Context: an optimization exercise on an open-source flow, tuned for small area, a short achievable clock period and few clock cycles. The choices shown serve that exercise and are no tape-out recipe. In this exercise RTL edits were held to simulation tests only and were not proved equivalent to the original. Power is estimated from default activity; no workload was simulated.

File: config.mk
export PLATFORM = sky130hd
export DESIGN_NAME = RISC5
export DESIGN_NICKNAME = RISC5
export VERILOG_FILES = /design/flow/design.v
export SDC_FILE = /design/flow/constraint.sdc
export NUM_CORES = 4
export LEC_CHECK = 0
export CAP_MARGIN = 30
export CORE_MARGIN = 2
export CORE_UTILIZATION = 35
export PLACE_DENSITY = 0.55
export SETUP_SLACK_MARGIN = 5
export SLEW_MARGIN = 30
export TNS_END_PERCENT = 100
File: constraint.sdc
create_clock -name core_clock -period 13.0 [get_ports {clk}]
set_input_delay 2.6000 -clock core_clock [delete_from_list [all_inputs] [get_ports {clk}]]
set_output_delay 2.6000 -clock core_clock [all_outputs]
set_load 0.01 [all_outputs]
File: design.v
`timescale 1ns / 1 ps
module Registers(
input clk, wr,
input [3:0] wno,
input [15:0] sel1, sel2,
input [31:0] din,
output [31:0] dout1, dout2);
reg [31:0] R [0:15];
reg [31:0] d1, d2;
integer i;
always @* begin
  d1 = 32'h0; d2 = 32'h0;
  for (i = 0; i < 16; i = i + 1) begin
    d1 = d1 | (R[i] & {32{sel1[i]}});
    d2 = d2 | (R[i] & {32{sel2[i]}});
  end
end
assign dout1 = d1;
assign dout2 = d2;
always @ (posedge clk) begin
  if (wr) R[wno] <= din;
end
endmodule
`timescale 1ns / 1 ps
module Div2(
input [63:0] P,
input [31:0] Y, Y3,
output [63:0] Pn);
wire [31:0] w0a = P[62:31];
wire [31:0] u2 = P[61:30];
wire [31:0] t1, t2r, t2s;
PAdd #(32) sub1(.a(w0a), .b(~Y), .ci(1'b1), .s(t1));
PAdd #(32) sub2(.a(u2), .b(~Y), .ci(1'b1), .s(t2r));
PAdd #(32) sub3(.a(u2), .b(~Y3), .ci(1'b1), .s(t2s));
wire q1 = ~t1[31];
wire [31:0] w0b = q1 ? {t1[30:0], P[30]} : u2;
wire [31:0] t2 = q1 ? t2s : t2r;
wire q2 = ~t2[31];
assign Pn = {(q2 ? t2 : w0b), P[29:0], q1, q2};
endmodule
module MulDiv(
input clk, rst, stallX,
input run, mul, div, fml, fdv, u,
input [31:0] x, yi, yf,
output stall,
output [31:0] z, hz);
reg [4:0] S;
reg [63:0] P;
reg [31:0] Y, Y3;
reg [8:0] E;
reg done, first, neg;
wire [4:0] last = mul ? 5'd5 : (fml ? 5'd4 : (div ? 5'd17 : 5'd14));
assign stall = run & ~done;
wire dsgn = div & ~u & x[31];
wire fp = fml | fdv;
wire [31:0] yo = fp ? {8'h0, 1'b1, yf[22:0]} : yi;
wire [31:0] xneg, y3;
PAdd #(32) nadd(.a(x ^ {32{dsgn}}), .b(32'h0), .ci(dsgn), .s(xneg));
PAdd #(32) y3add(.a(yo), .b({yo[30:0], 1'b0}), .ci(1'b0), .s(y3));
wire [7:0] xe = x[30:23], ye = yf[30:23];
wire [8:0] eb = fml ? ({1'b0, xe} + {1'b0, ye} - 9'd127) : ({1'b0, xe} - {1'b0, ye} + 9'd126);
wire [63:0] P0 = fml ? {32'h0, 8'h0, 1'b1, x[22:0]} : (fdv ? {9'h0, 1'b1, x[22:0], 31'h0} : {32'h0, xneg});
wire [7:0] b = P[7:0];
wire [40:0] YM = {{9{Y[31]}}, Y};
wire [40:0] h0 = {{9{P[63]}}, P[63:32]};
wire [40:0] a0 = b[0] ? YM : 41'h0;
wire [40:0] a1 = b[1] ? {YM[39:0], 1'b0} : 41'h0;
wire [40:0] a2 = b[2] ? {YM[38:0], 2'b0} : 41'h0;
wire [40:0] a3 = b[3] ? {YM[37:0], 3'b0} : 41'h0;
wire [40:0] a4 = b[4] ? {YM[36:0], 4'b0} : 41'h0;
wire [40:0] a5 = b[5] ? {YM[35:0], 5'b0} : 41'h0;
wire [40:0] a6 = b[6] ? {YM[34:0], 6'b0} : 41'h0;
wire [40:0] a7 = (b[7] ? {YM[33:0], 7'b0} : 41'h0) ^ {41{neg}};
wire [40:0] s1 = h0 ^ a0 ^ a1, c1 = {((h0 & a0) | (h0 & a1) | (a0 & a1)), 1'b0};
wire [40:0] s2 = a2 ^ a3 ^ a4, c2 = {((a2 & a3) | (a2 & a4) | (a3 & a4)), 1'b0};
wire [40:0] s3 = a5 ^ a6 ^ a7, c3 = {((a5 & a6) | (a5 & a7) | (a6 & a7)), 1'b0};
wire [40:0] s4 = s1 ^ c1 ^ s2, c4 = {((s1 & c1) | (s1 & s2) | (c1 & s2)), 1'b0};
wire [40:0] s5 = c2 ^ s3 ^ c3, c5 = {((c2 & s3) | (c2 & c3) | (s3 & c3)), 1'b0};
wire [40:0] s6 = s4 ^ c4 ^ s5, c6 = {((s4 & c4) | (s4 & s5) | (c4 & s5)), 1'b0};
wire [40:0] s7 = s6 ^ c6 ^ c5, c7 = {((s6 & c6) | (s6 & c5) | (c6 & c5)), 1'b0};
wire [40:0] macc;
PAdd #(41) maddr(.a(s7), .b(c7), .ci(neg), .s(macc));
wire [63:0] mnext = {macc[39:0], P[31:8]};
wire [63:0] d1;
Div2 dv1(.P(P), .Y(Y), .Y3(Y3), .Pn(d1));
always @ (posedge clk) begin
  if (~rst | ~run | (done & ~stallX)) begin
    S <= 5'd0;
    done <= 1'b0;
    first <= 1'b1;
    neg <= 1'b0;
  end else if (~done) begin
    S <= S + 5'd1;
    done <= (S + 5'd1 == last);
    first <= 1'b0;
    neg <= mul & ~u & (S + 5'd1 == 5'd4);     
  end
  if (first) begin
    P <= P0;
    Y <= yo;
    Y3 <= y3;
    E <= eb;
  end else if (~done)
    P <= (mul | fml) ? mnext : d1;
end
wire [31:0] R = P[63:32], Q = P[31:0];
wire rz = (R == 0);
wire [31:0] qneg, rneg;
PAdd #(32) qadd(.a(~Q), .b(32'h0), .ci(rz), .s(qneg));      
PAdd #(32) radd(.a(Y), .b(~R), .ci(1'b1), .s(rneg));        
wire [31:0] quot = ~dsgn ? Q : qneg;
wire [31:0] rem = ~dsgn ? R : (rz ? 32'h0 : rneg);
wire sign = x[31] ^ yf[31];
wire [47:0] fpp = P[55:8];
wire hb = fml ? fpp[47] : P[25];
wire [8:0] e1 = E + {8'h0, hb};
wire [24:0] m0 = fml ? (fpp[47] ? fpp[47:23] : fpp[46:22]) : (P[25] ? P[25:1] : P[24:0]);
wire [24:0] m1;
PAdd #(25) madd(.a(m0), .b(25'h0), .ci(1'b1), .s(m1));
wire [31:0] fmz = ((xe == 0) | (ye == 0)) ? 32'h0 : (~e1[8] ? {sign, e1[7:0], m1[23:1]} : (~e1[7] ? {sign, 8'hFF, m1[23:1]} : 32'h0));
wire [31:0] fdz = (xe == 0) ? 32'h0 : ((ye == 0) ? {sign, 8'hFF, 23'h0} : (~e1[8] ? {sign, e1[7:0], m1[23:1]} : (~e1[7] ? {sign, 8'hFF, m0[23:1]} : 32'h0)));
assign z = mul ? Q : (div ? quot : (fml ? fmz : fdz));
assign hz = mul ? R : rem;
endmodule
`timescale 1ns / 1 ps
`timescale 1ns / 1 ps
module LeftShifter(
input [31:0] x,
input [4:0] sc,
input rt, ar,
output [31:0] y);
wire [4:0] n = rt ? sc : (5'd0 - sc);
wire [31:0] r0 = n[0] ? {x[0], x[31:1]} : x;
wire [31:0] r1 = n[1] ? {r0[1:0], r0[31:2]} : r0;
wire [31:0] r2 = n[2] ? {r1[3:0], r1[31:4]} : r1;
wire [31:0] r3 = n[3] ? {r2[7:0], r2[31:8]} : r2;
wire [31:0] r4 = n[4] ? {r3[15:0], r3[31:16]} : r3;
wire [31:0] lm;
genvar i;
generate for (i = 0; i < 32; i = i + 1) begin : g
  assign lm[i] = (i < sc);
  assign y[i] = rt ? (ar & lm[31 - i] ? x[31] : r4[i]) : (~lm[i] & r4[i]);
end endgenerate
endmodule
`timescale 1ns / 1 ps
module PAdd #(parameter N = 32) (
input [N-1:0] a, b,
input ci,
output [N-1:0] s);
localparam L = (N <= 2) ? 1 : (N <= 4) ? 2 : (N <= 8) ? 3 : (N <= 16) ? 4 : (N <= 32) ? 5 : 6;
wire [(L+1)*N-1:0] G, P;
genvar l, i;
generate
  for (i = 0; i < N; i = i + 1) begin : g0
    if (i == 0) begin : b0
      assign G[0] = (a[0] & b[0]) | ((a[0] ^ b[0]) & ci);
      assign P[0] = 1'b0;
    end else begin : bi
      assign G[i] = a[i] & b[i];
      assign P[i] = a[i] ^ b[i];
    end
  end
  for (l = 0; l < L; l = l + 1) begin : lv
    for (i = 0; i < N; i = i + 1) begin : bt
      if ((i >> l) & 1) begin : cmb
        localparam integer J = ((i >> (l + 1)) << (l + 1)) + (1 << l) - 1;
        assign G[(l+1)*N + i] = G[l*N + i] | (P[l*N + i] & G[l*N + J]);
        assign P[(l+1)*N + i] = P[l*N + i] & P[l*N + J];
      end else begin : pass
        assign G[(l+1)*N + i] = G[l*N + i];
        assign P[(l+1)*N + i] = P[l*N + i];
      end
    end
  end
  for (i = 0; i < N; i = i + 1) begin : sm
    if (i == 0) begin : s0
      assign s[0] = a[0] ^ b[0] ^ ci;
    end else begin : si
      assign s[i] = a[i] ^ b[i] ^ G[L*N + i - 1];
    end
  end
endgenerate
endmodule
`timescale 1ns / 1 ps
module FPAdder(
input clk, rst, stallX, run, u, v,
input [31:0] x, y,
output stall,
output [31:0] z);
reg [1:0] State;
reg [24:0] a3, b3;
reg as3, bs3;
reg [26:0] r;      
reg rs;            
reg [8:0] e0r;     
reg xnr, ynr;      
wire xs = x[31], ys = y[31];
wire xn = (x[30:0] == 0), yn = (y[30:0] == 0);
wire [8:0] xe = (u ? 9'h96 : {1'h0, x[30:23]});
wire [8:0] ye = {1'h0, y[30:23]};
wire [24:0] xm = {(~u | x[23]), x[22:0], 1'h0};
wire [24:0] ym = {(~u & ~v), y[22:0], 1'h0};
wire [8:0] dx = (xe - ye);
wire [8:0] dy = (ye - xe);
wire [8:0] e0 = (dx[8] ? ye : xe);
wire [24:0] x0, y0;
PAdd #(25) xneg(.a(xm ^ {25{xs & ~u}}), .b(25'h0), .ci(xs & ~u), .s(x0));
PAdd #(25) yneg(.a(ym ^ {25{ys & ~u}}), .b(25'h0), .ci(ys & ~u), .s(y0));
wire sw = dy[8];                      
wire [24:0] h0 = sw ? y0 : x0;
wire hs = sw ? ys : xs;
wire [7:0] sa = sw ? dx[7:0] : dy[7:0];
wire [24:0] h1 = (sa[1:0] == 3) ? {{3{hs}}, h0[24:3]} : ((sa[1:0] == 2) ? {{2{hs}}, h0[24:2]} : ((sa[1:0] == 1) ? {hs, h0[24:1]} : h0));
wire [24:0] h2 = (sa[3:2] == 3) ? {{12{hs}}, h1[24:12]} : ((sa[3:2] == 2) ? {{8{hs}}, h1[24:8]} : ((sa[3:2] == 1) ? {{4{hs}}, h1[24:4]} : h1));
wire [24:0] h3 = (sa[7] | sa[6] | sa[5]) ? {25{hs}} : (sa[4] ? {{16{hs}}, h2[24:16]} : h2);
wire [26:0] Sum, s1;
PAdd #(27) sadd(.a({as3, as3, a3}), .b({bs3, bs3, b3}), .ci(1'b0), .s(Sum));
PAdd #(27) aadd(.a(Sum ^ {27{Sum[26]}}), .b({26'h0, Sum[26]}), .ci(1'b1), .s(s1));    
wire [26:0] s = r;
wire z24, z22, z20, z18, z16, z14, z12, z10, z8, z6, z4, z2;
wire [4:0] sc;
wire [24:0] t1, t2, t3;
wire [8:0] e1 = ((e0r - {4'h0, sc}) + 1);
assign stall = (run & (State != 2));
assign z = (v ? {{7{rs}}, r[25:1]} : (xnr ? ((u | ynr) ? 0 : y) : (ynr ? x : (((t3 == 0) | e1[8]) ? 0 : {rs, e1[7:0], t3[23:1]}))));
assign z24 = (~s[25] & ~s[24]);
assign z22 = ((z24 & ~s[23]) & ~s[22]);
assign z20 = ((z22 & ~s[21]) & ~s[20]);
assign z18 = ((z20 & ~s[19]) & ~s[18]);
assign z16 = ((z18 & ~s[17]) & ~s[16]);
assign z14 = ((z16 & ~s[15]) & ~s[14]);
assign z12 = ((z14 & ~s[13]) & ~s[12]);
assign z10 = ((z12 & ~s[11]) & ~s[10]);
assign z8 = ((z10 & ~s[9]) & ~s[8]);
assign z6 = ((z8 & ~s[7]) & ~s[6]);
assign z4 = ((z6 & ~s[5]) & ~s[4]);
assign z2 = ((z4 & ~s[3]) & ~s[2]);
assign sc = {z10, ((z18 & (((((((s[17] | s[16]) | s[15]) | s[14]) | s[13]) | s[12]) | s[11]) | s[10])) | z2), (((z22 & (((s[21] | s[20]) | s[19]) | s[18])) | (z14 & (((s[13] | s[12]) | s[11]) | s[10]))) | (z6 & (((s[5] | s[4]) | s[3]) | s[2]))), ((((((z24 & (s[23] | s[22])) | (z20 & (s[19] | s[18]))) | (z16 & (s[15] | s[14]))) | (z12 & (s[11] | s[10]))) | (z8 & (s[7] | s[6]))) | (z4 & (s[3] | s[2]))), (((((((((((((~s[25] & s[24]) | ((z24 & ~s[23]) & s[22])) | ((z24 & ~s[23]) & s[22])) | ((z22 & ~s[21]) & s[20])) | ((z20 & ~s[19]) & s[18])) | ((z18 & ~s[17]) & s[16])) | ((z16 & ~s[15]) & s[14])) | ((z14 & ~s[13]) & s[12])) | ((z12 & ~s[11]) & s[10])) | ((z10 & ~s[9]) & s[8])) | ((z8 & ~s[7]) & s[6])) | ((z6 & ~s[5]) & s[4])) | ((z4 & ~s[3]) & s[2]))};
assign t1 = ((sc[1:0] == 3) ? {s[22:1], 3'h0} : ((sc[1:0] == 2) ? {s[23:1], 2'h0} : ((sc[1:0] == 1) ? {s[24:1], 1'h0} : s[25:1])));
assign t2 = ((sc[3:2] == 3) ? {t1[12:0], 12'h0} : ((sc[3:2] == 2) ? {t1[16:0], 8'h0} : ((sc[3:2] == 1) ? {t1[20:0], 4'h0} : t1)));
assign t3 = (sc[4] ? {t2[8:0], 16'h0} : t2);
always @ (posedge clk) begin
  State <= (~rst | ~run | (~stall & ~stallX)) ? 2'd0 : (stall ? State + 2'd1 : State);
  a3 <= sw ? x0 : y0;
  as3 <= sw ? xs : ys;
  b3 <= h3;
  e0r <= e0;
  xnr <= xn;
  ynr <= yn;
  bs3 <= hs;
  r <= v ? Sum : s1;
  rs <= Sum[26];
end
endmodule
`timescale 1ns / 1 ps
`timescale 1ns / 1 ps
`timescale 1ns / 1 ps
module RISC5(
input clk, rst, irq, stallX,
input [31:0] inbus, codebus,
output [23:0] adr,
output rd, wr, ben,
output [31:0] outbus);
reg [21:0] PC;          
reg [31:0] IR;
reg [31:0] B, Cq;       
reg [21:0] BT, nxpc;    
reg ival;               
reg mem2;               
reg ldL, ldB;           
reg [3:0] ldR;          
reg [23:0] DA;          
reg [31:0] SD;          
reg N, Z, C, OV;
reg [31:0] H;
reg irq1, intEnb, intPnd, intMd;
reg [25:0] SPC;
reg dImm, dRg, dAdd, dSub, dMD, dMul, dDiv, dFml, dFdv, dFA, dFsub, dLdSt, dBr, dRTI, dSTI;
reg rMovI, rMovU, rMovC, rMovH, rMovF, rSh, rAnd, rAnn, rIor, rXor, rSum, rMD, rFA;
wire p = IR[31], q = IR[30], u = IR[29], v = IR[28];
wire [3:0] op = IR[19:16];
wire [3:0] ira = IR[27:24];
wire [2:0] cc = IR[26:24];
wire [15:0] imm = IR[15:0];
wire [19:0] off = IR[19:0];
wire ex = ival & ~mem2;             
wire Rg = ex & dRg;
wire Add = ex & dAdd;
wire Sub = ex & dSub;
wire LdSt = ex & dLdSt;
wire Br = ex & dBr;
wire RTI = ex & dRTI;
wire [31:0] rB, rC, C0, C1, aluRes, regmux, inbus1, shout, mdres, mdh, fsum, sum;
wire stallMD, stallFA;
wire busy = stallMD | stallFA;
wire S = N ^ OV;
wire cond = (IR[27] ^ (((((((((cc == 0) & N) | ((cc == 1) & Z)) | ((cc == 2) & C)) | ((cc == 3) & OV)) | ((cc == 4) & (C | Z))) | ((cc == 5) & S)) | ((cc == 6) & (S | Z))) | (cc == 7)));
wire tk = Br & cond;                
wire [21:0] pcmux0 = busy ? PC : (RTI ? SPC[21:0] : (tk ? (u ? BT : C0[23:2]) : nxpc));
wire intAckU = intPnd & intEnb & ~intMd & ex & ~busy & ~dLdSt;
wire intAck = intAckU & ~stallX;
wire sPC = ~ival | busy;
wire sI = intAckU;
wire sT = ~sPC & ~sI & ~RTI & tk;
wire [21:0] pcmux = ({22{sPC}} & PC) | {21'h0, sI} | ({22{~sI & RTI}} & SPC[21:0])
  | ({22{sT & u}} & BT) | ({22{sT & ~u}} & C0[23:2]) | ({22{ival & ~busy & ~sI & ~RTI & ~tk}} & nxpc);
wire fetch = ~mem2 & (~ival | ~busy);
wire [21:0] bt, nx;
PAdd #(22) btadd(.a(pcmux), .b(codebus[21:0]), .ci(1'b1), .s(bt));
PAdd #(22) incpc(.a(pcmux), .b(22'h0), .ci(1'b1), .s(nx));
assign adr = mem2 ? DA : {pcmux, 2'h0};
assign rd = mem2 & ldL;
assign wr = mem2 & ~ldL;
assign ben = ldB;
assign outbus = ldB ? {SD[7:0], SD[7:0], SD[7:0], SD[7:0]} : SD;
wire regwr = (((Rg & ~busy) | (tk & v)) & ~stallX) | (mem2 & ldL & ~stallX);
wire [3:0] wno = mem2 ? ldR : (dBr ? 4'hF : ira);
wire [3:0] nrb = codebus[23:20];
wire [3:0] nrc = (codebus[31] & ~codebus[30]) ? codebus[27:24] : codebus[3:0];
wire [3:0] irc0 = (p & ~q) ? ira : IR[3:0];
Registers regs(.clk(clk), .wr(regwr), .wno(wno), .sel1(16'h1 << nrb), .sel2(16'h1 << nrc), .din(regmux), .dout1(rB), .dout2(rC));
wire fwdB = regwr & (wno == (mem2 ? IR[23:20] : nrb));
wire fwdC = regwr & (wno == (mem2 ? irc0 : nrc)) & ~(mem2 & dImm);
MulDiv mdUnit(.clk(clk), .rst(rst), .stallX(stallX), .run(ex & dMD), .mul(dMul), .div(dDiv), .fml(dFml), .fdv(dFdv), .u(u), .x(B), .yi(C1), .yf(C0), .stall(stallMD), .z(mdres), .hz(mdh));
LeftShifter shUnit(.x(B), .sc(C1[4:0]), .rt(op[1]), .ar(~IR[16]), .y(shout));
FPAdder faddUnit(.clk(clk), .rst(rst), .stallX(stallX), .run(ex & dFA), .u(u), .v(v), .stall(stallFA), .x(B), .y({(dFsub ^ C0[31]), C0[30:0]}), .z(fsum));
assign C0 = Cq;
assign C1 = Cq;
wire cin = dSub ? ~(u & C) : (u & C);
PAdd #(32) alu(.a(B), .b(Cq), .ci(cin), .s(sum));
wire [31:0] ht = B ^ Cq;
wire [31:0] ho = B | Cq;
wire zs = (ht[0] == cin) & (ht[31:1] == ho[30:0]);
wire sa = sum[31];
wire sb = B[31];
wire sc = Cq[31] ^ dSub;
wire [31:0] other = ({32{rMovI & ~mem2}} & {{16{v}}, imm}) | ({32{rMovU & ~mem2}} & {imm, 16'h0})
  | ({32{rMovC & ~mem2}} & C0) | ({32{rMovH & ~mem2}} & H) | ({32{rMovF & ~mem2}} & {N, Z, C, OV, 20'h0, 8'h5B})
  | ({32{rSh & ~mem2}} & shout) | ({32{rAnd & ~mem2}} & (B & C1)) | ({32{rAnn & ~mem2}} & (B & ~C1)) | ({32{rIor & ~mem2}} & (B | C1)) | ({32{rXor & ~mem2}} & (B ^ C1))
  | ({32{rMD & ~mem2}} & mdres) | ({32{rFA & ~mem2}} & fsum)
  | ({32{dBr & ~mem2}} & {8'h0, nxpc, 2'h0}) | ({32{mem2}} & inbus1);
assign regmux = other | ({32{rSum & ~mem2}} & sum);
wire zres = (rSum & ~mem2) ? zs : (other == 0);
assign inbus1 = (~ldB ? inbus : {24'h0, (DA[1] ? (DA[0] ? inbus[31:24] : inbus[23:16]) : (DA[0] ? inbus[15:8] : inbus[7:0]))});
wire nn = (RTI ? SPC[25] : (regwr ? regmux[31] : N));
wire zz = (RTI ? SPC[24] : (regwr ? zres : Z));
wire cx = (RTI ? SPC[23] : (Add ? (((sb & sc) | ((~sa & ~sb) & sc)) | (((~sa & sb) & ~sc) & sa)) : (Sub ? (((~sb & sc) | ((sa & ~sb) & ~sc)) | ((sa & sb) & sc)) : C)));
wire vv = (RTI ? SPC[22] : (Add ? (((sa & ~sb) & ~sc) | ((~sa & sb) & sc)) : (Sub ? (((sa & ~sb) & sc) | ((~sa & sb) & ~sc)) : OV)));
wire [23:0] da;
PAdd #(24) dadd(.a(B[23:0]), .b({{4{off[19]}}, off}), .ci(1'b0), .s(da));
wire fp = codebus[31], fq = codebus[30], fu = codebus[29], fv = codebus[28];
wire [3:0] fo = codebus[19:16];
wire fmov = ~fp & (fo == 0);
wire fsub = ~fp & (fo == 9);
wire fimm = ~fp & fq & ~(fo[3] & fo[2]);    
always @ (posedge clk) begin
  if (~rst) begin
    PC <= 22'h3FF800;
    ival <= 1'b0;
    mem2 <= 1'b0;
  end else if (~stallX) begin
    if (fetch) begin
      PC <= pcmux;
      BT <= bt;
      nxpc <= nx;
      IR <= codebus;
      ival <= 1'b1;
      B <= fwdB ? regmux : rB;
      Cq <= (fimm ? {{16{fv}}, codebus[15:0]} : (fwdC ? regmux : rC)) ^ {32{fsub}};
      dImm <= fimm;
      dRg <= ~fp;
      dAdd <= ~fp & (fo == 8);
      dSub <= fsub;
      dMD <= ~fp & fo[3] & fo[1];
      dMul <= ~fp & (fo == 10);
      dDiv <= ~fp & (fo == 11);
      dFml <= ~fp & (fo == 14);
      dFdv <= ~fp & (fo == 15);
      dFA <= ~fp & fo[3] & fo[2] & ~fo[1];
      dFsub <= ~fp & (fo == 13);
      dLdSt <= fp & ~fq;
      dBr <= fp & fq;
      dRTI <= fp & fq & ~fu & ~fv & codebus[4];
      dSTI <= fp & fq & ~fu & ~fv & codebus[5];
      rMovI <= fmov & fq & ~fu;
      rMovU <= fmov & fq & fu;
      rMovC <= fmov & ~fq & ~fu;
      rMovH <= fmov & ~fq & fu & ~fv;
      rMovF <= fmov & ~fq & fu & fv;
      rSh <= ~fp & ~fo[3] & ~fo[2] & (fo[1] | fo[0]);
      rAnd <= ~fp & (fo == 4);
      rAnn <= ~fp & (fo == 5);
      rIor <= ~fp & (fo == 6);
      rXor <= ~fp & (fo == 7);
      rSum <= ~fp & fo[3] & ~fo[2] & ~fo[1];
      rMD <= ~fp & fo[3] & fo[1];
      rFA <= ~fp & fo[3] & fo[2] & ~fo[1];
    end else if (mem2) begin
      if (fwdB) B <= regmux;
      if (fwdC) Cq <= regmux ^ {32{dSub}};
    end
    mem2 <= LdSt;
  end
  if (LdSt) begin
    DA <= da;
    SD <= C0;
    ldL <= ~u;
    ldB <= v;
    ldR <= ira;
  end
  N <= nn;
  Z <= zz;
  C <= (stallX ? C : cx);
  OV <= (stallX ? OV : vv);
  H <= (ex & (dMul | dDiv) & ~stallMD) ? mdh : H;
  irq1 <= irq;
  intEnb <= (~rst ? 0 : ((ex & dSTI) ? IR[0] : intEnb));
  intPnd <= ((rst & ~intAck) & ((~irq1 & irq) | intPnd));
  intMd <= ((rst & ~RTI) & (intAck | intMd));
  SPC <= (intAck ? {nn, zz, cx, vv, pcmux0} : SPC);
end
endmodule
File: flow/run.sh
#!/bin/bash
set -o pipefail
sed 's/SETUP_SLACK_MARGIN=[0-9.]*/SETUP_SLACK_MARGIN=8.5/' standard.sh > standard_m.sh
bash standard_m.sh > standard.log 2>&1
File: standard.sh
#!/bin/bash
# synth_recipe.tcl (not shown) runs the flow's synth.tcl, then flattens the netlist and writes it again
# the make line also repeats each setting of config.mk as NAME=value (left out here)
make -C /OpenROAD-flow-scripts/flow DESIGN_CONFIG=/design/flow/config.mk WORK_HOME=/design/flow/orfs CLKGATE_MAP_FILE= SYNTH_SCRIPT=/design/flow/synth_recipe.tcl "${@:-finish}"
==> notes.md, run 1 <==
* Outcome: finished clean
* Final #Nets at 10.2k
* Hold Crit Class: flip-flop to flip-flop
* IO Pins at about 130
* Reg2reg setup slack at 7.02 ns
* Root Driver: clkbuf_16
* Mapped cell area at between 80,000 and 90,000 sq um
* Area delta synth->final at 30.8%
* Critical Path End Type: primary output
* Clock Pin Slew Worst Setup and Hold Paths at roughly 0.070 ns
* Die X at 492 um
* Psw at just under 9 mW
* Vias per cell at 6.56
* Worst R2R Path Depth at 26
* Peak VDD IR at around 0.00023 V
* Layout Skew at 0.107 ns
* Worst reg2reg startpoint: mdUnit.P[7]
* Port Buffer Count at 126
* Net Sw Frac at a little under half
* Grt ovf at 0
* H-tree levels at 3
* Endpoints failing hold at 0
* Leakage at approximately 42 nW
* Synth warn at 4
* DP HPWL at roughly 300,000 um
* CP Class: flip-flop to primary output
* Clock power share at 17.9%
* RSZ-0062 raised after global routing: true
* Drt initial violations at around 13k
* Bufs on Longest Clock Path at 3
* Layout cells sized above 1 at about a quarter
* CTS sink count at 1,063
* Synth cell types at between 100 and 150
* Post-route ant nets at 0
* Period utilization at between 40% and 50%
* DR DRC count at 0
* Drt wl/cell at 36.1 um
* Clock Latency Late Sink at 0.88 ns
* Achievable clock frequency at roughly 0.16 GHz
* Register area share after synthesis at a little under two fifths
* Top FF cell, synth: edfxtp_1
* Setup TNS at 0 ns
* Post-Syn Nets at roughly 9.4k
* Cell Rows at ~180
* Final Total Pwr at 19.8 mW
* Reg-to-reg critical path endpoint: mdUnit.P[62]
* Syn avg cell area at around 9.7 sq um
* Die Area at between 200,000 and 250,000 sq um
* WHS Path Cells at 2
* CORE AREA at ~240,000 sq um
* CTS tree: yes
* EDFF count, synth at ~940
* Vias in the first global route at around 80k
* Max-slew violations at 0
* Global-route usage over all layers at around 36%
* Largest net degree at the start of global routing at slightly above 70
* Starting Density at a little over a third
* Final Util at between 40% and 50%
* Worst EP required at between 10 and 15 ns
* Max_cap viols at 0
* Global-route wire length before repair at 623,000 um
* Final min period at around 6.3 ns
* Slew @ Worst Pin at about 1.2 ns
* Total iterations of the first detailed-routing run at 7
* Hold_ws at approximately 0.48 ns
* Crit Path Max Fanout at 6
* Seq pwr share at a little under a quarter
* Critical Path Start Type: flip-flop
* Initial antenna violation count at 38
* Cells after Synth at between 8k and 9k
* Cell internal pwr at 10.9 mW
* Crit path DAT at 3.73 ns
* Routed wire length at ~460,000 um
* Number of synthesized register bits at roughly 1.1k
* Number of CTS-inserted buffers at approximately 120
* Final setup fails at 0
* Die height at just under 500 um
* Hold_sp: intEnb
* Slew headroom at 20.2%
* Async SR Flop Fraction at 0%
* Combinational power share at between 50 and 60%
* PwrDens at between 150 and 200 nW/um^2
* Endpoint, Worst Hold: intEnb
* Final Wtd Congestion at approximately 1.1
* Detailed-route via count at about 83k
worst max-delay path, cell delays in order, from the launching register on:
cell and delay [ns]:
edfxtp_1 0.57, buf_6 0.20, xor2_1 0.22, a21oi_2 0.08, o22ai_4 0.19, xor2_2 0.23
buf_12 0.21, nand2_8 0.13, nand2_2 0.10, o21ai_1 0.08, a222oi_1 0.40, buf_4 0.23
a21oi_1 0.09, buf_2 0.15
cell usage in the layout, fill, tap and decap left out, types with 100 or more instances in the layout:
master | synthesis | routed
nor3_1 | 159 | 125
a22o_1 | 162 | 162
xor2_1 | 133 | 121
a22oi_1 | 340 | 327
a21oi_1 | 438 | 356
ha_1 | 470 | 427
xnor2_1 | 381 | 341
edfxtp_1 | 936 | 936
inv_1 | 718 | 669
nand3_1 | 163 | 149
fa_1 | 291 | 273
dfxtp_1 | 127 | 100
buf_12 | 0 | 108
clkbuf_16 | 0 | 132
nand2_1 | 750 | 696
a221oi_1 | 206 | 145
mux2i_1 | 241 | 216
buf_6 | 3 | 238
buf_4 | 8 | 598
o21ai_0 | 360 | 234
nor2_1 | 599 | 488
nand4_1 | 102 | 102
worst max-delay path by stage:
| stage | endpoint | cells past startpoint | from | slack [ns] |
|---|---|---|---|---|
| 2_1_floorplan | mdUnit.P[46] | 24 | mdUnit.P[3] | 7.29 |
| 3_3_place_gp | mdUnit.P[62] | 23 | mdUnit.P[4] | 5.98 |
| 3_5_place_dp | mdUnit.P[62] | 23 | mdUnit.P[4] | 6.01 |
| 4_1_cts | adr[13] | 12 | OV | 6.81 |
| 5_1_grt | adr[15] | 14 | OV | 6.63 |
| 6_report | adr[13] | 13 | OV | 6.67 |
per-stage QoR:
step | cell area [sq um] | setup slack (ns) | instances
3_5_place_dp | 91000 | 6.01 | 11700
5_1_grt | 109000 | 6.63 | 12700
6_report | 109000 | 6.67 | 12700
2_1_floorplan | 86100 | 7.29 | 8601
3_3_place_gp | 90800 | 5.98 | 11600
4_1_cts | 105000 | 6.81 | 12500
cells by family (layout without fill, tap and decap cells):
family / count (synthesis) / in the layout / synth area share [%]
AOI/OAI and AO/OA: 2365 / 2367 / 20.0
xor gates and xnor gates: 514 / 514 / 5.40
adders and majority gates: 762 / 762 / 14.0
buffers and inverters: 1250 / 2125 / 5.70
DFF: 1063 / 1063 / 36.7
muxes: 355 / 355 / 5.22
other: 0 / 34 / 0
and+or+nand+nor: 2292 / 2302 / 12.9
flip-flops by register name (all words and copies together) (netlist names), 8 cells and up:
signal,flops
regs.R,512
mdUnit.P,64
B,32
Cq,32
H,32
IR,32
SD,32
mdUnit.Y3,32
mdUnit.Y,31
SPC,26
faddUnit.b3,25
faddUnit.r,25
DA,24
faddUnit.a3,24
BT,22
PC,22
nxpc,22
mdUnit.E,9
faddUnit.e0r,8
metal layers:
layer / GRT usage (%) / vias up / part of all wire (%)
li1: - / 33500 / -
met1: 45.7 / 41100 / 37
met2: 51.5 / 6837 / 41
met3: 11.2 / 1863 / 13
met4: 26.9 / 26 / 9.3
met5: 0 / - / 0.035
synthesized netlist by cell type (all sizes together), types with 47 or more instances:
library cell	count	share of area [%]
o31ai	60	0.55
nor2	599	2.7
mux4	58	1.6
o211ai	52	0.47
nor4	74	0.56
ha	470	7.1
nor3	159	0.95
nand2	750	3.4
inv	721	3.2
nand3	163	0.98
buf	87	0.46
nand2b	76	0.57
fa	291	7.0
a221oi	206	2.2
and3	76	0.57
clkbuf	431	1.9
xor2	133	1.4
a22oi	340	3.1
mux2i	242	2.9
a211oi	95	0.86
nand4	102	0.77
a21oi	438	2.6
o21a	85	0.77
nor2b	82	0.62
dfxtp	127	3.0
edfxtp	936	34
xnor2	381	4.0
o221ai	47	0.50
o21ai	372	2.3
o22ai	47	0.35
mux2	55	0.74
a31oi	54	0.41
a22o	162	1.7
a21o	92	0.83
final cells by class:
cell class	instances	area [sq um]
fillers	21900	128000
multi-input cells	6300	54900
flip-flops and latches	1063	30700
repair buffers	1163	12400
well taps	3167	3960
clock buffers	143	3170
inverters	732	2970
clock inverters	83	847
diodes	34	85.1
repair inverters	4	32.5
power by group through the flow:
| stage | combinational, mW | sequential, mW | clock [mW] |
|---|---|---|---|
| finish | 11.8 | 4.50 | 3.55 |
| global route | 12.4 | 4.50 | 3.68 |
| CTS | 10.5 | 4.46 | 3.55 |
| detailed placement | 8.50 | 4.60 | 0 |
| global placement | 8.45 | 4.60 | 0 |
| floorplan | 5.80 | 4.35 | 0 |
timing repair:
item | in CTS | in global routing
hold buffers | 0 | 0
cloned | 52 | 14
setup endpoints to repair | 1329 | 1072
setup buffers | 522 | 186
resized for setup | 1258 | 584
pin swaps | 307 | 246
Testbench counts, summed over its fixed seeds: cycles 90,573.
==> inputs of run 2 (changes only) <==
--- a/design.v
+++ b/design.v
@@ -51,3 +51,3 @@
 reg done, first, neg;
-wire [4:0] last = mul ? 5'd5 : (fml ? 5'd4 : (div ? 5'd17 : 5'd14));
+wire [4:0] last = mul ? 5'd4 : (fml ? 5'd3 : (div ? 5'd17 : 5'd14));
 assign stall = run & ~done;
@@ -62,5 +62,7 @@
 wire [63:0] P0 = fml ? {32'h0, 8'h0, 1'b1, x[22:0]} : (fdv ? {9'h0, 1'b1, x[22:0], 31'h0} : {32'h0, xneg});
-wire [7:0] b = P[7:0];
-wire [40:0] YM = {{9{Y[31]}}, Y};
-wire [40:0] h0 = {{9{P[63]}}, P[63:32]};
+wire [63:0] mi = first ? {32'h0, (fml ? {8'h0, 1'b1, x[22:0]} : x)} : P;
+wire [31:0] ym = first ? yo : Y;
+wire [7:0] b = mi[7:0];
+wire [40:0] YM = {{9{ym[31]}}, ym};
+wire [40:0] h0 = {{9{mi[63]}}, mi[63:32]};
 wire [40:0] a0 = b[0] ? YM : 41'h0;
@@ -82,3 +84,3 @@
 PAdd #(41) maddr(.a(s7), .b(c7), .ci(neg), .s(macc));
-wire [63:0] mnext = {macc[39:0], P[31:8]};
+wire [63:0] mnext = {macc[39:0], mi[31:8]};
 wire [63:0] d1;
@@ -95,6 +97,6 @@
     first <= 1'b0;
-    neg <= mul & ~u & (S + 5'd1 == 5'd4);     
+    neg <= mul & ~u & (S + 5'd1 == 5'd3);     
   end
   if (first) begin
-    P <= P0;
+    P <= (mul | fml) ? mnext : P0;
     Y <= yo;
==> flow/run.sh (replaced) <==
#!/bin/bash
set -o pipefail
sed 's/SETUP_SLACK_MARGIN=[0-9.]*/SETUP_SLACK_MARGIN=7/' standard.sh > standard_m.sh
bash standard_m.sh > standard.log 2>&1
==> run 2 against run 1 <==
  * Power decreased by 2.4%
  * Design area shrank 8.6%
  * Clock skew up 0.051 ns
  * Register-to-register slack worse by 0.95 ns
  * Via count is 3.5% lower
  * First-iteration DRC count fell by 4.5%
  * Worst setup slack got worse by 0.61 ns
  * Non-clock buffer count decreased by 406
  * Still clean on timing, DRC and antenna
  * Sequential power increased by 5.1%
==> notes.md, run 2 <==
* EDFF count, synth at between 900 and 1k
* Crit path DAT at 7.57 ns
* CTS tree: yes
* Layout Skew at 0.157 ns
* CORE AREA at roughly 240,000 sq um
* Cell Rows at between 150 and 200
* Leakage at between 30 and 40 nW
* Area share of the largest cell type after synthesis at roughly 32%
* RSZ-0062 raised after global routing: true
* Final Util at 41.9%
* Final Wtd Congestion at about 1.1
* Final setup fails at 0
* Synth cell types at 118
* Final min period at a little under 7 ns
* Mapped cell area at approximately 84,000 sq um
* Starting Density at approximately a third
* Top-count cell post-synth: edfxtp_1
* Critical Path End Type: flip-flop
* Placed Area at ~90,000 sq um
* Bufs on Longest Clock Path at 3
* Clock Pin Slew Worst Setup and Hold Paths at approximately 0.070 ns
* Largest net degree at the start of global routing at 59
* Die Area at approximately 240,000 sq um
* Detailed-route via count at 80.4k
* Critical path's top delay family: buffers and inverters
* Async SR Flop Fraction at 0%
* Final Total Pwr at around 19 mW
* H-tree levels at 3
* Worst path slowest cell: a222oi_1
* Most frequent cells in the layout: edfxtp_1, nand2_1, inv_1
* Hold Crit Class: flip-flop to flip-flop
* Total iterations of the first detailed-routing run at 10
* Syn avg cell area at slightly below 10 sq um
* IO Pins at ~130
* Top FF cell, synth: edfxtp_1
* CP Class: flip-flop to flip-flop
* Post-synth top area cell: edfxtp_1
* Area contributors post-synth: edfxtp_1, ha_1, fa_1, xnor2_1, dfxtp_1
* Slew headroom at a little under a quarter
* Synth warn at 4
* Endpoints failing hold at 0
* Grt ovf at 0
* Largest regs: regs.R (512), mdUnit.P (64)
* Critical Path Start Type: flip-flop
* Slew @ Worst Pin at 1.15 ns
* Die height at 493 um
* Hold-fix buffer count after cts at 0
* Post-route ant nets at 0
* Number of CTS-inserted buffers at roughly 120
* Outcome: finished clean
* Global-route wire length before repair at 609,000 um
* Setup TNS at 0 ns
* Drt wl/cell at between 30 and 40 um
* Vias per cell at around 6.5
* Clock Latency Late Sink at 0.91 ns
* DR DRC count at 0
* Max-slew violations at 0
* Hold_ws at between 0.4 and 0.5 ns
* Design Area, Final at about 100,000 sq um
* Commonest cells in the netlist: edfxtp_1, nand2_1, inv_1
* PwrDens at 194 nW/um^2
* Area delta synth->final at 19.1%
* Final #Nets at around 10k
* Top cell by count, worst path: buf_6
* Critical Path Max Stage Delay at roughly 0.5 ns
* Largest register FFs at between 500 and 600
* Layout cells sized above 1 at 16.6%
* Crit Path Max Fanout at 5
* Port Buffer Count at around 130
* Cells after Synth at ~8.7k
* Achievable clock frequency at 0.144 GHz
* Post-Syn Nets at roughly 9.5k
* Number of synthesized register bits at around 1.1k
* Die X at 493 um
* Worst EP required at 13.63 ns
* DP HPWL at roughly 300,000 um
* Routed wire length at 445,000 um
* Register area share after synthesis at 36.3%
* Biggest register: regs.R
* Initial antenna violation count at 55
* Root Driver: clkbuf_16
* Vias in the first global route at ~77k
* Crit path buf inv count at 29
* Period utilization at between 50% and 60%
* Drt initial violations at 12.7k
* Commonest non-fill, non-tap cell in the layout: edfxtp_1
* CTS sink count at 1,064
* Max_cap viols at 0
* Global-route usage over all layers at between 30% and 40%
* Peak VDD IR at 0.000218 V
[run 2: cell families (layout without fill, tap and decap cells)]
| logic type | Yosys count | after routing | synth area share [%] |
|---|---|---|---|
| AOI/OAI and AO/OA | 2411 | 2411 | 20.4 |
| xor gates and xnor gates | 547 | 547 | 5.73 |
| adders and majority gates | 763 | 763 | 14.0 |
| buffers and inverters | 1312 | 1776 | 6.07 |
| DFF | 1064 | 1064 | 36.3 |
| muxes | 315 | 318 | 4.74 |
| other | 0 | 47 | 0 |
| and+or+nand+nor | 2269 | 2272 | 12.8 |
[run 2: path summary, 6_finish.rpt]
| path | from | slack (ns) | cells past startpoint | to |
|---|---|---|---|---|
| setup / recovery | IR[24] | 6.07 | 44 | BT[19] |
| hold / removal | IR[28] | 0.48 | 0 | ldB |
| setup reg to reg | IR[24] | 6.07 | 44 | BT[19] |
| hold reg to reg | IR[28] | 0.48 | 0 | ldB |
[run 2: metrics by stage]
step                      instances  setup slack (ns)
final                         12400              6.07
after global routing          12300              5.97
after global placement        11700              4.32
after detailed placement      11700              4.32
after floorplan                8681              6.27
after CTS                     12200              6.17
[run 2: timing repair]
action,CTS,global route
hold endpoints to repair,0,0
setup buffers,215,110
gates resized for setup,502,244
endpoints found under the setup margin,654,271
pin swaps,121,100
gates cloned,20,1
[run 2: area by class of cell]
| cell class | instances | area (sq um) |
|---|---|---|
| Fill cell | 23000 | 138000 |
| Multi-Input combinational cell | 6311 | 51000 |
| Sequential cell | 1064 | 30400 |
| Timing Repair Buffer | 757 | 7190 |
| Tap cell | 3167 | 3960 |
| Clock buffer | 150 | 3110 |
| Inverter | 795 | 3030 |
| Clock inverter | 73 | 847 |
| Antenna cell | 47 | 118 |
| Timing Repair inverter | 1 | 8.76 |
[run 2: power breakdown]
group | switching, mW | internal, mW
combinational | 6.81 | 4.29
clock | 1.59 | 1.91
sequential | 0.531 | 4.20
[run 2: layer usage]
| metal | GRT usage (%) | part of all wire [%] | vias to the layer above |
|---|---|---|---|
| li1 | - | - | 32800 |
| met1 | 42.8 | 36 | 39500 |
| met2 | 51.9 | 42 | 6278 |
| met3 | 11.4 | 12 | 1740 |
| met4 | 27.8 | 9.4 | 30 |
| met5 | 0 | 0.057 | - |
Testbench counts of run 2, summed over its fixed seeds: cycles 88,139.
==> inputs of run 3 (changes only) <==
--- a/design.v
+++ b/design.v
@@ -51,3 +51,3 @@
 reg done, first, neg;
-wire [4:0] last = mul ? 5'd4 : (fml ? 5'd3 : (div ? 5'd17 : 5'd14));
+wire [4:0] last = mul ? 5'd5 : (fml ? 5'd4 : (div ? 5'd17 : 5'd14));
 assign stall = run & ~done;
@@ -62,7 +62,5 @@
 wire [63:0] P0 = fml ? {32'h0, 8'h0, 1'b1, x[22:0]} : (fdv ? {9'h0, 1'b1, x[22:0], 31'h0} : {32'h0, xneg});
-wire [63:0] mi = first ? {32'h0, (fml ? {8'h0, 1'b1, x[22:0]} : x)} : P;
-wire [31:0] ym = first ? yo : Y;
-wire [7:0] b = mi[7:0];
-wire [40:0] YM = {{9{ym[31]}}, ym};
-wire [40:0] h0 = {{9{mi[63]}}, mi[63:32]};
+wire [7:0] b = P[7:0];
+wire [40:0] YM = {{9{Y[31]}}, Y};
+wire [40:0] h0 = {{9{P[63]}}, P[63:32]};
 wire [40:0] a0 = b[0] ? YM : 41'h0;
@@ -84,3 +82,3 @@
 PAdd #(41) maddr(.a(s7), .b(c7), .ci(neg), .s(macc));
-wire [63:0] mnext = {macc[39:0], mi[31:8]};
+wire [63:0] mnext = {macc[39:0], P[31:8]};
 wire [63:0] d1;
@@ -97,6 +95,7 @@
     first <= 1'b0;
-    neg <= mul & ~u & (S + 5'd1 == 5'd3);     
+    neg <= mul & ~u & (S + 5'd1 == 5'd4);     
   end
+  if (first | ~done)
+    P <= ({64{first}} & P0) | ({64{~first & (mul | fml)}} & mnext) | ({64{~first & ~(mul | fml)}} & d1);
   if (first) begin
-    P <= (mul | fml) ? mnext : P0;
     Y <= yo;
@@ -104,4 +103,3 @@
     E <= eb;
-  end else if (~done)
-    P <= (mul | fml) ? mnext : d1;
+  end
 end
@@ -279,2 +277,3 @@
 reg [25:0] SPC;
+reg [7:0] dcc;          
 reg dImm, dRg, dAdd, dSub, dMD, dMul, dDiv, dFml, dFdv, dFA, dFsub, dLdSt, dBr, dRTI, dSTI;
@@ -298,3 +297,3 @@
 wire S = N ^ OV;
-wire cond = (IR[27] ^ (((((((((cc == 0) & N) | ((cc == 1) & Z)) | ((cc == 2) & C)) | ((cc == 3) & OV)) | ((cc == 4) & (C | Z))) | ((cc == 5) & S)) | ((cc == 6) & (S | Z))) | (cc == 7)));
+wire cond = IR[27] ^ ((dcc[0] & N) | (dcc[1] & Z) | (dcc[2] & C) | (dcc[3] & OV) | (dcc[4] & (C | Z)) | (dcc[5] & S) | (dcc[6] & (S | Z)) | dcc[7]);
 wire tk = Br & cond;                
@@ -305,5 +304,7 @@
 wire sI = intAckU;
-wire sT = ~sPC & ~sI & ~RTI & tk;
-wire [21:0] pcmux = ({22{sPC}} & PC) | {21'h0, sI} | ({22{~sI & RTI}} & SPC[21:0])
-  | ({22{sT & u}} & BT) | ({22{sT & ~u}} & C0[23:2]) | ({22{ival & ~busy & ~sI & ~RTI & ~tk}} & nxpc);
+wire sN = ~sPC & ~sI & ~RTI;           
+wire [21:0] npc = ({22{sPC}} & PC) | {21'h0, sI} | ({22{~sI & RTI}} & SPC[21:0]) | ({22{sN}} & nxpc);
+wire [21:0] tgt = u ? BT : C0[23:2];
+wire tkF = sN & tk;
+wire [21:0] pcmux = tkF ? tgt : npc;
 wire fetch = ~mem2 & (~ival | ~busy);
@@ -312,3 +313,3 @@
 PAdd #(22) incpc(.a(pcmux), .b(22'h0), .ci(1'b1), .s(nx));
-assign adr = mem2 ? DA : {pcmux, 2'h0};
+assign adr = (tkF & ~mem2) ? {tgt, 2'h0} : (mem2 ? DA : {npc, 2'h0});
 assign rd = mem2 & ldL;
@@ -372,2 +373,3 @@
       dImm <= fimm;
+      dcc <= 8'h1 << codebus[26:24];
       dRg <= ~fp;
==> run 3 against run 2 <==
  * Still clean on timing, DRC and antenna
  * Cell count is 1.3% lower
  * Sequential power down 6.6%
  * Combinational power down 16%
  * Highest routed layer unchanged
  * Core utilization is 0.84 points lower
  * Worst setup slack better by 0.83 ns
  * Critical endpoint is now B[6]
  * Critical path depth is 30 lower
  * Flip-flop and latch count up 7
  * Largest power group unchanged
==> notes.md, run 3 <==
* Bufs on Longest Clock Path at 3
* Setup TNS at 0 ns
* Routed wire length at ~450,000 um
* CORE AREA at ~240,000 sq um
* Final min period at 6.11 ns
* Final #Nets at slightly below 10k
* Slew headroom at 21.1%
* Cells after Synth at a little under 9k
* Root Driver: clkbuf_16
* Die Area at roughly 240,000 sq um
* DP HPWL at about 310,000 um
* Syn avg cell area at between 9 and 10 sq um
* Area share of the largest cell type after synthesis at between 30% and 40%
* Cell Rows at ~180
* Largest register FFs at 512
* Commonest non-fill, non-tap cell in the layout: edfxtp_1
* Outcome: finished clean
* Area delta synth->final at 16.7%
* Area contributors post-synth: edfxtp_1, ha_1, fa_1, xnor2_1, nand2_1
* H-tree levels at 3
* Final Total Pwr at ~17 mW
* Post-route ant nets at 0
* Vias in the first global route at 75.4k
* Number of synthesized register bits at about 1.1k
* Critical Path Start Type: flip-flop
* Final Util at between 40% and 50%
* Achievable clock frequency at about 0.16 GHz
* # fillers at 23.2k
* Design Area, Final at 97,800 sq um
* Drt initial violations at roughly 11k
* RSZ-0062 raised after global routing: true
* Most frequent cells in the layout: edfxtp_1, nand2_1, inv_1
* Post-Syn Nets at approximately 9.5k
* Detailed-route via count at about 78k
* Layout Skew at ~0.14 ns
* Global-route usage over all layers at ~36%
* Mapped cell area at between 80,000 and 90,000 sq um
* Endpoints failing hold at 0
* Crit path DAT at approximately 6.7 ns
* Clock Pin Slew Worst Setup and Hold Paths at approximately 0.070 ns
* Async SR Flop Fraction at 0%
* IO Pins at 127
* Synth warn at 4
* Port Buffer Count at approximately 130
* CTS tree: yes
* Initial antenna violation count at 34
* Commonest cells in the netlist: edfxtp_1, nand2_1, inv_1
* PwrDens at between 150 and 200 nW/um^2
* Top FF cell, synth: edfxtp_1
* Starting Density at 35.2%
* DP Cell Count at around 12k
* Peak VDD IR at between 0.00015 and 0.0002 V
* Die X at roughly 490 um
* Max-slew violations at 0
* CTS sink count at around 1.1k
* Register area share after synthesis at between 30% and 40%
* Biggest register: regs.R
* Final Wtd Congestion at ~1.1
* Placed Area at roughly 90,000 sq um
* Vias per cell at about 6.4
* Largest net degree at the start of global routing at 74
* Period utilization at a little under half
* Global-route wire length before repair at approximately 610,000 um
* Drt wl/cell at 36.9 um
* Max_cap viols at 0
* Total iterations of the first detailed-routing run at 7
* EDFF count, synth at 944
* Grt ovf at 0
* Top-count cell post-synth: edfxtp_1
* Hold Crit Class: flip-flop to flip-flop
* DR DRC count at 0
* Number of CTS-inserted buffers at 120
* Layout cells sized above 1 at a little over an eighth
* Worst EP required at 13.63 ns
* Largest regs: regs.R (512), mdUnit.P (64)
* Clock Latency Late Sink at 0.88 ns
* CP Class: flip-flop to flip-flop
* Non-filler instance count after layout at between 10k and 15k
* Final setup fails at 0
* Synth cell types at ~120
* Crit Path Max Fanout at 32
* Die height at just under 500 um
* Post-synth top area cell: edfxtp_1
* Slew @ Worst Pin at about 1.2 ns
* Leakage at roughly 38 nW
* Critical Path End Type: flip-flop
==> run 3: changes by cell type after synthesis, sizes merged, moves of 39 or more <==
cell	previous run	this run
edfxtp	905	944
inv	783	725
a22oi	288	334
nand3	228	183
mux2i	165	245
nor2	545	593
==> run 3: final cells by class <==
type,count,area (sq um),area share (%)
diodes,14,35.0,0.0358
clock buffers,154,3210,3.28
clock inverters,72,838,0.858
inverters,732,2810,2.87
multi-input cells,6314,49800,51.0
flip-flops and latches,1071,30900,31.6
well taps,3167,3960,4.05
repair buffers,676,6150,6.29
==> run 3: worst max-delay path, stage by stage, from the launching register on <==
cell and delay (ns):
edfxtp_1 0.41, inv_1 0.15, buf_4 0.22, ha_1 0.29, mux2i_4 0.14, buf_4 0.48
mux2i_1 0.50, mux2i_1 0.26, mux4_2 0.54, o2111ai_1 0.67, o2111ai_1 0.72, a221oi_1 0.68
buf_4 0.28, inv_1 0.23, mux2_2 0.34
==> run 3: logic make-up (layout without fill, tap and decap cells) <==
family	count (synthesis)	after routing	share of synthesized area [%]
xor gates and xnor gates	544	544	5.72
muxes	355	355	4.99
DFF	1071	1071	36.9
other	0	14	0
buffers and inverters	1265	1634	5.89
and+or+nand+nor	2247	2247	12.4
AOI/OAI and AO/OA	2406	2406	20.1
adders and majority gates	762	762	14.0
==> run 3: timing repair <==
item | in CTS | in global routing
hold buffers | 0 | 0
buffers inserted | 139 | 87
setup endpoints to repair | 637 | 205
resized for setup | 272 | 134
pin swaps | 65 | 53
cloned | 13 | 1
==> run 3: path summary, 6_finish.rpt <==
| path | slack (ns) | start | end | cells after the start |
|---|---|---|---|---|
| setup / recovery | 6.89 | Cq[1] | B[6] | 14 |
| hold / removal | 0.47 | Cq[16] | SD[16] | 0 |
| setup reg to reg | 6.89 | Cq[1] | B[6] | 14 |
| hold reg to reg | 0.47 | Cq[16] | SD[16] | 0 |
==> run 3: per-layer routing <==
layer	global-route usage [%]	up-vias	part of all wire, %
li1	-	32400	-
met1	44.2	39100	37
met2	55.4	5461	44
met3	7.99	1477	10
met4	25.0	26	8.7
met5	0	-	0.039
==> run 3: power breakdown <==
group	total, mW	leakage (nW)	internal [mW]	switching, mW
Combinational	9.32	25.8	3.39	5.93
Clock	3.56	1.94	1.98	1.58
Sequential	4.42	9.93	4.09	0.326
==> run 3: through the flow <==
| stage | hold WS, ns | setup slack, ns |
|---|---|---|
| 2_1_floorplan | 0.443 | 7.01 |
| 3_3_place_gp | 0.448 | 5.32 |
| 3_5_place_dp | 0.460 | 5.38 |
| 4_1_cts | 0.475 | 6.78 |
| 5_1_grt | 0.490 | 6.76 |
| 6_report | 0.471 | 6.89 |
Testbench counts of run 3, summed over its fixed seeds: cycles 90,573.
==> inputs of run 4 (changes only) <==
--- a/design.v
+++ b/design.v
@@ -301,3 +301,4 @@
 wire intAckU = intPnd & intEnb & ~intMd & ex & ~busy & ~dLdSt;
-wire intAck = intAckU & ~stallX;
+wire intAckM = intPnd & intEnb & ~intMd & mem2;
+wire intAck = (intAckU | intAckM) & ~stallX;
 wire sPC = ~ival | busy;
@@ -404,2 +405,6 @@
       if (fwdC) Cq <= regmux ^ {32{dSub}};
+      if (intAckM) begin
+        PC <= 22'h1;
+        ival <= 1'b0;
+      end
     end
@@ -423,3 +428,3 @@
   intMd <= ((rst & ~RTI) & (intAck | intMd));
-  SPC <= (intAck ? {nn, zz, cx, vv, pcmux0} : SPC);
+  SPC <= (intAck ? {nn, zz, cx, vv, (mem2 ? PC : pcmux0)} : SPC);
 end
==> run 4 against run 3 <==
  * First-iteration DRC count up 16%
  * Critical endpoint is now mdUnit.P[63]
  * Global-route usage fell by 1.2 points
  * Power shrank 1.0%
  * Largest power group unchanged
  * Synthesized cell count increased by 2.4%
  * Sequential power is 1% higher
  * Critical path depth increased by 9
  * Clock skew shrank 0.066 ns
==> notes.md, run 4 <==
* Drt initial violations at between 10k and 15k
* Starting Density at 35.1%
* Mapped cell area at about 85,000 sq um
* Routed wire length at around 450,000 um
* RSZ-0062 raised after global routing: true
* Psw at between 7 and 8 mW
* Top routing layer used: met5
* Cells after Synth at about 8.9k
* Drt wl/cell at 35.8 um
* DR DRC count at 0
* Number of synthesized register bits at roughly 1.1k
* Area contributors post-synth: edfxtp_1, ha_1, fa_1, xnor2_1, nand2_1
* Die height at approximately 500 um
* Top FF cell, synth: edfxtp_1
* Detailed-route via count at between 80k and 90k
* Net Sw Frac at a little under half
* CTS sink count at 1,071
* Most frequent cells in the layout: edfxtp_1, nand2_1, inv_1
* Number of CTS-inserted buffers at between 100 and 150
* Die X at 497 um
* Met3 wire len at roughly 60,000 um
* Worst EP required at ~14 ns
* M1 wire length at roughly 160,000 um
* # fillers at between 20k and 25k
* Biggest register: regs.R
* Layout cells sized above 1 at around 15%
* Vias per cell at 6.52
* Post-route ant nets at 0
* H-tree levels at 4
* Combinational power share at 52.3%
* Register area share after synthesis at a little over a third
* Post-synth top area cell: edfxtp_1
* Leakage at ~38 nW
* Cell internal pwr at ~9.4 mW
* Area delta synth->final at 17.8%
* Achievable clock frequency at between 0.15 and 0.2 GHz
* Hold-fix buffer count after cts at 0
* Final min period at around 6.4 ns
* Die Area at 247,000 sq um
* CORE AREA at ~240,000 sq um
* Final setup fails at 0
* Synth cell types at 118
* Global-route wire length before repair at around 600,000 um
* Crit Path Max Fanout at 7
* Commonest cells in the netlist: edfxtp_1, nand2_1, inv_1
* Largest regs: regs.R (512), mdUnit.P (64)
* Final Wtd Congestion at roughly 1.1
* Area share of the largest cell type after synthesis at approximately a third
* Max_cap viols at 0
* Cell Rows at between 150 and 200
* Hold Crit Class: flip-flop to flip-flop
* Port Buffer Count at 126
* Peak VDD IR at around 0.00018 V
* Max-slew violations at 0
* Clock Latency Late Sink at roughly 0.86 ns
* Critical Path Start Type: flip-flop
* Design Area, Final at 100,000 sq um
* Syn avg cell area at ~9.6 sq um
* Final #Nets at approximately 10k
* Outcome: finished clean
* PwrDens at approximately 170 nW/um^2
* Commonest non-fill, non-tap cell in the layout: edfxtp_1
* EDFF count, synth at approximately 940
* Post-Syn Nets at slightly below 10k
* DP HPWL at 297,000 um
* Slew headroom at between 15 and 20%
* Initial antenna violation count at 40
* Period utilization at 49.5%
* Top-count cell post-synth: edfxtp_1
* Synth warn at 4
* Critical Path End Type: flip-flop
* Endpoints failing hold at 0
* Hold_ws at 0.487 ns
* Crit path DAT at ~7 ns
* Grt ovf at 0
* Vias in the first global route at between 70k and 80k
* Setup TNS at 0 ns
* Largest register FFs at between 500 and 600
* Slew @ Worst Pin at 1.26 ns
* CTS tree: yes
* Async SR Flop Fraction at 0%
* Largest net degree at the start of global routing at 70
* Bufs on Longest Clock Path at 3
* Global-route usage over all layers at between 30% and 40%
* Clock Pin Slew Worst Setup and Hold Paths at approximately 0.06 ns
* Seq pwr share at 26.1%
* Clock power share at a little over a fifth
* Final Total Pwr at 17.1 mW
* DR WL met2 at 187,000 um
* Placed Area at 90,800 sq um
* CP Class: flip-flop to flip-flop
* IO Pins at approximately 130
* Layout Skew at roughly 0.073 ns
* Root Driver: clkbuf_16
* Total iterations of the first detailed-routing run at 10
-- run 4: power by group through the flow --
stage	logic [mW]	registers [mW]	clock network [mW]
floorplan	5.02	4.31	0
global placement	7.58	4.51	0
detailed placement	7.62	4.52	0
CTS	8.20	4.44	3.71
global route	9.46	4.47	3.85
finish	8.95	4.47	3.70
-- run 4: cell type report --
class | count | area [sq um] | share of cell area, %
multi-input cells | 6473 | 51800 | 51.7
inverters | 753 | 2890 | 2.88
repair buffers | 687 | 6330 | 6.32
well taps | 3202 | 4010 | 4.00
repair inverters | 1 | 8.76 | 0.00874
diodes | 19 | 47.5 | 0.0474
clock buffers | 164 | 3520 | 3.51
flip-flops and latches | 1071 | 30900 | 30.9
clock inverters | 70 | 704 | 0.703
-- run 4: path summary, 6_finish.rpt --
kind,startpoint,endpoint,slack [ns],cells after the start
hold / removal,IR[24],ldR[0],0.49,0
setup reg to reg,mdUnit.P[0],mdUnit.P[63],6.57,23
hold reg to reg,IR[24],ldR[0],0.49,0
setup / recovery,mdUnit.P[0],mdUnit.P[63],6.57,23
-- run 4: cells by family (layout without fill, tap and decap cells) --
group	Yosys count	after routing	synth area share, %
multiplexers	361	361	5.10
adder cells (fa/ha/maj)	761	761	13.8
buffers and inverters	1318	1675	6.00
AO/OA/AOI/OAI	2495	2497	20.6
AND/OR/NAND/NOR	2340	2343	12.9
flip-flops	1071	1071	36.3
XOR/XNOR	511	511	5.29
other	0	19	0
-- run 4: what timing repair did --
| action | 4_1_cts | 5_1_grt |
|---|---|---|
| buffers inserted | 151 | 113 |
| gates resized for setup | 368 | 272 |
| pin swaps | 81 | 129 |
| cloned | 13 | 4 |
| setup endpoints to repair | 660 | 268 |
-- run 4: metrics by stage --
step | worst slack [ns] | cells | util [%]
final | 6.57 | 12400 | 41.3
after global routing | 6.48 | 12400 | 41.3
after CTS | 6.60 | 12300 | 40.4
after detailed placement | 5.47 | 11900 | 37.5
after global placement | 5.47 | 11900 | 37.4
after floorplan | 6.98 | 8857 | -
-- run 4: layer usage --
metal / vias to the layer above / GRT usage, %
li1: 33300 / -
met1: 39800 / 41.8
met2: 6239 / 50.8
met3: 1800 / 12.0
met4: 36 / 25.9
met5: - / 0
-- run 4: worst max-delay path: stages (launching register included) --
cell      delay, ns
edfxtp_1       0.47
inv_4          0.11
buf_12         0.14
nor2_2         0.05
fa_1           0.47
fa_1           0.51
inv_1          0.06
fa_2           0.55
inv_1          0.05
ha_1           0.27
ha_1           0.31
a31oi_4        0.18
o21ba_4        0.19
o21bai_1       0.08
a21oi_2        0.28
o21ai_2        0.13
a2111o_1       0.53
a31oi_4        0.35
o21a_4         0.21
o211ai_1       0.12
a31oi_1        0.22
nor2b_1        0.09
or4_1          0.51
o211ai_1       0.27
Testbench counts of run 4, summed over its fixed seeds: cycles 90,573.
==> inputs of run 5 (changes only) <==
--- a/config.mk
+++ b/config.mk
@@ -9,4 +9,4 @@
 export CORE_MARGIN = 2
-export CORE_UTILIZATION = 35
-export PLACE_DENSITY = 0.55
+export CORE_UTILIZATION = 50
+export PLACE_DENSITY = 0.68
 export SETUP_SLACK_MARGIN = 5
==> run 5 against run 4 <==
  * Power is 1.2% lower
  * Area after synthesis unchanged
  * Critical endpoint is now adr[23]
  * Non-clock buffer count is 67 lower
  * Register-to-register slack gained 0.14 ns
  * Largest cell class unchanged
  * Still clean on timing, DRC and antenna
==> notes.md, run 5 <==
* Commonest non-fill, non-tap cell in the layout: edfxtp_1
* Commonest cells in the netlist: edfxtp_1, nand2_1, inv_1
* Die height at 417 um
* Leakage at 37.9 nW
* Drt initial violations at ~13k
* Root Driver: clkbuf_16
* Achievable clock frequency at 0.158 GHz
* Met3 wire len at 53,800 um
* Async SR Flop Fraction at 0%
* Final setup fails at 0
* CP Class: flip-flop to primary output
* EDFF count, synth at around 940
* WHS Path Cells at 2
* Cell internal pwr at approximately 9.3 mW
* Outcome: finished clean
* Syn avg cell area at between 9 and 10 sq um
* Area delta synth->final at 15.3%
* Port Buffer Count at 126
* Worst EP required at roughly 10 ns
* DR WL met2 at approximately 190,000 um
* Area contributors post-synth: edfxtp_1, ha_1, fa_1, xnor2_1, nand2_1
* DR DRC count at 0
* Total iterations of the first detailed-routing run at 14
* Detailed-route via count at 82.0k
* Register area share after synthesis at 36.3%
* Hold Crit Class: flip-flop to flip-flop
* Starting Density at between 50% and 60%
* Die Area at roughly 170,000 sq um
* M1 wire length at between 150,000 and 200,000 um
* Design Area, Final at a little under 100,000 sq um
* Post-route ant nets at 0
* Area share of the largest cell type after synthesis at 33.3%
* Global-route wire length before repair at between 600,000 and 700,000 um
* Bufs on Longest Clock Path at 3
* Net Sw Frac at 44.9%
* Layout Skew at 0.0734 ns
* Global-route usage over all layers at slightly below 50%
* Placed Area at roughly 90,000 sq um
* Clock Latency Late Sink at approximately 0.83 ns
* PwrDens at between 150 and 200 nW/um^2
* Mapped cell area at 85,100 sq um
* Cell Rows at ~150
* CTS sink count at 1,071
* Top-count cell post-synth: edfxtp_1
* Slew headroom at approximately 3%
* Critical Path Start Type: flip-flop
* Clock Pin Slew Worst Setup and Hold Paths at 0.06 ns
* Final min period at 6.32 ns
* Drt wl/cell at 38.8 um
* Post-synth top area cell: edfxtp_1
* Reg2reg setup slack at roughly 6.7 ns
* IO Pins at 127
* Top routing layer used: met5
* Crit Path Max Fanout at 12
* Routed wire length at 442,000 um
* Post-Syn Nets at slightly below 10k
* Cells after Synth at ~8.9k
* Endpoint, Worst Hold: intEnb
* Setup TNS at 0 ns
* Critical Path End Type: primary output
* Vias per cell at between 7 and 8
* Max-slew violations at 0
* Vias in the first global route at 77.7k
* Crit path DAT at between 3 and 4 ns
* Hold_sp: intEnb
* # fillers at ~14k
* RSZ-0062 raised after global routing: true
* Endpoints failing hold at 0
* Die X at 417 um
* Slew @ Worst Pin at approximately 1.4 ns
* CTS tree: yes
* Synth cell types at between 100 and 150
* Reg-to-reg critical path endpoint: mdUnit.P[63]
* CORE AREA at between 150,000 and 200,000 sq um
* Grt ovf at 0
* Seq pwr share at a little over a quarter
* Synth warn at 4
* Peak VDD IR at between 0.0001 and 0.00015 V
* Top FF cell, synth: edfxtp_1
* Hold-fix buffer count after cts at 0
* DP HPWL at just over 300,000 um
* Final Wtd Congestion at between 1 and 1.5
* Biggest register: regs.R
* Psw at between 7 and 8 mW
* Most frequent cells in the layout: edfxtp_1, nand2_1, inv_1
* H-tree levels at 3
* Final #Nets at roughly 9.9k
* Combinational power share at a little over half
* Initial antenna violation count at 32
* Largest register FFs at 512
* Layout cells sized above 1 at 14.0%
* Largest regs: regs.R (512), mdUnit.P (64)
* Worst R2R Path Depth at 25
* Clock power share at between 20 and 25%
* Max_cap viols at 0
* Largest net degree at the start of global routing at 96
* Worst reg2reg startpoint: mdUnit.P[1]
* Number of CTS-inserted buffers at between 100 and 150
* Number of synthesized register bits at 1,071
* Period utilization at between 40 and 50%
[run 5: cell counts after synthesis]
No cell type changed its count.
[run 5: worst max-delay path by stage]
stage / start / cells after the start / to / slack (ns)
final: OV / 11 / adr[23] / 6.68
after CTS: OV / 9 / adr[20] / 6.78
after global placement: faddUnit.r[24] / 20 / B[9] / 5.43
after global routing: OV / 11 / adr[23] / 6.60
after detailed placement: codebus[31] / 14 / Cq[10] / 5.43
after floorplan: faddUnit.r[10] / 23 / Cq[3] / 6.98
[run 5: layout make-up]
| class | count | area [sq um] | share of cell area [%] |
|---|---|---|---|
| multi-input combinational | 6472 | 51600 | 52.6 |
| sequential | 1071 | 30900 | 31.5 |
| timing repair buffer | 620 | 5720 | 5.84 |
| clock buffer | 136 | 3050 | 3.11 |
| inverter | 753 | 2850 | 2.91 |
| tap | 2218 | 2780 | 2.83 |
| clock inverter | 83 | 1070 | 1.10 |
| antenna | 29 | 72.6 | 0.0740 |
[run 5: critical path: stages, from the launching register on]
cell             delay [ns]
edfxtp_1               0.57
buf_6                  0.20
a22oi_2                0.15
nand2_2                0.09
o31a_1                 0.37
nor3_4                 0.22
buf_12                 0.16
nand2_8                0.13
nand2_1                0.12
o21ai_2                0.11
o21ai_2                0.21
clkdlybuf4s50_1        0.57
[run 5: routing by layer]
layer | vias to the layer above | GRT usage (%)
met5 | - | 0.139
met4 | 22 | 44.9
met3 | 2134 | 14.7
met2 | 6828 | 74.0
met1 | 39900 | 57.7
li1 | 33100 | -
[run 5: stage by stage]
step	total power [mW]	hold slack (ns)	setup WS (ns)	util, %	instances
2_1_floorplan	9.33	0.424	6.98	-	8857
3_3_place_gp	12.1	0.450	5.43	52.9	10900
3_5_place_dp	12.2	0.473	5.43	53.0	10900
4_1_cts	16.3	0.482	6.78	57.0	11300
5_1_grt	17.5	0.513	6.60	57.9	11400
6_report	16.9	0.489	6.68	57.9	11400
[run 5: logic make-up after synthesis]
| logic type | synth area share (%) |
|---|---|
| muxes | 5.10 |
| buffers and inverters | 6.00 |
| DFF | 36.3 |
| AOI/OAI and AO/OA | 20.6 |
| and+or+nand+nor | 12.9 |
| adders and majority gates | 13.8 |
| xor gates and xnor gates | 5.29 |
[run 5: repair_timing]
item                                   CTS  global route
resized for setup                      350           189
gates cloned                            12             2
endpoints found under the hold margin    0             0
pin swaps                               90            75
setup endpoints to repair              659           257
setup buffers                          138            66
[run 5: power by group through the flow]
stage / Sequential [mW] / Combinational, mW / Clock (mW)
after CTS: 4.44 / 8.21 / 3.63
after floorplan: 4.31 / 5.02 / 0
after global routing: 4.47 / 9.25 / 3.76
after detailed placement: 4.53 / 7.63 / 0
after global placement: 4.52 / 7.56 / 0
final: 4.47 / 8.81 / 3.64

port drivers added, routing unchanged:
In the flow no input, the clock included, has a driving cell. The finished layouts below were timed again as built, in two steps. Step 1: set_driving_cell puts a clkbuf_16 on clk and a buf_2 on each other input, an assumption about the parent block. Step 2 also shifts input and output timing later by t, the mid clock arrival at the registers, as if the neighbouring blocks saw the same clock. Three values: no drivers, after step 1, after step 2; two values: the first two.
run | t (ns) | slack for setup (ns)
run 1 | 0.918 | 6.672 / 6.582 / 6.733
run 2 | 0.934 | 6.067 / 6.059 / 5.807
run 3 | 0.904 | 6.892 / 6.892 / 6.397
run 4 | 0.918 | 6.568 / 6.568 / 5.962
run 5 | 0.873 | 6.676 / 6.592 / 6.181
After both steps setup and hold are still met in every run listed.
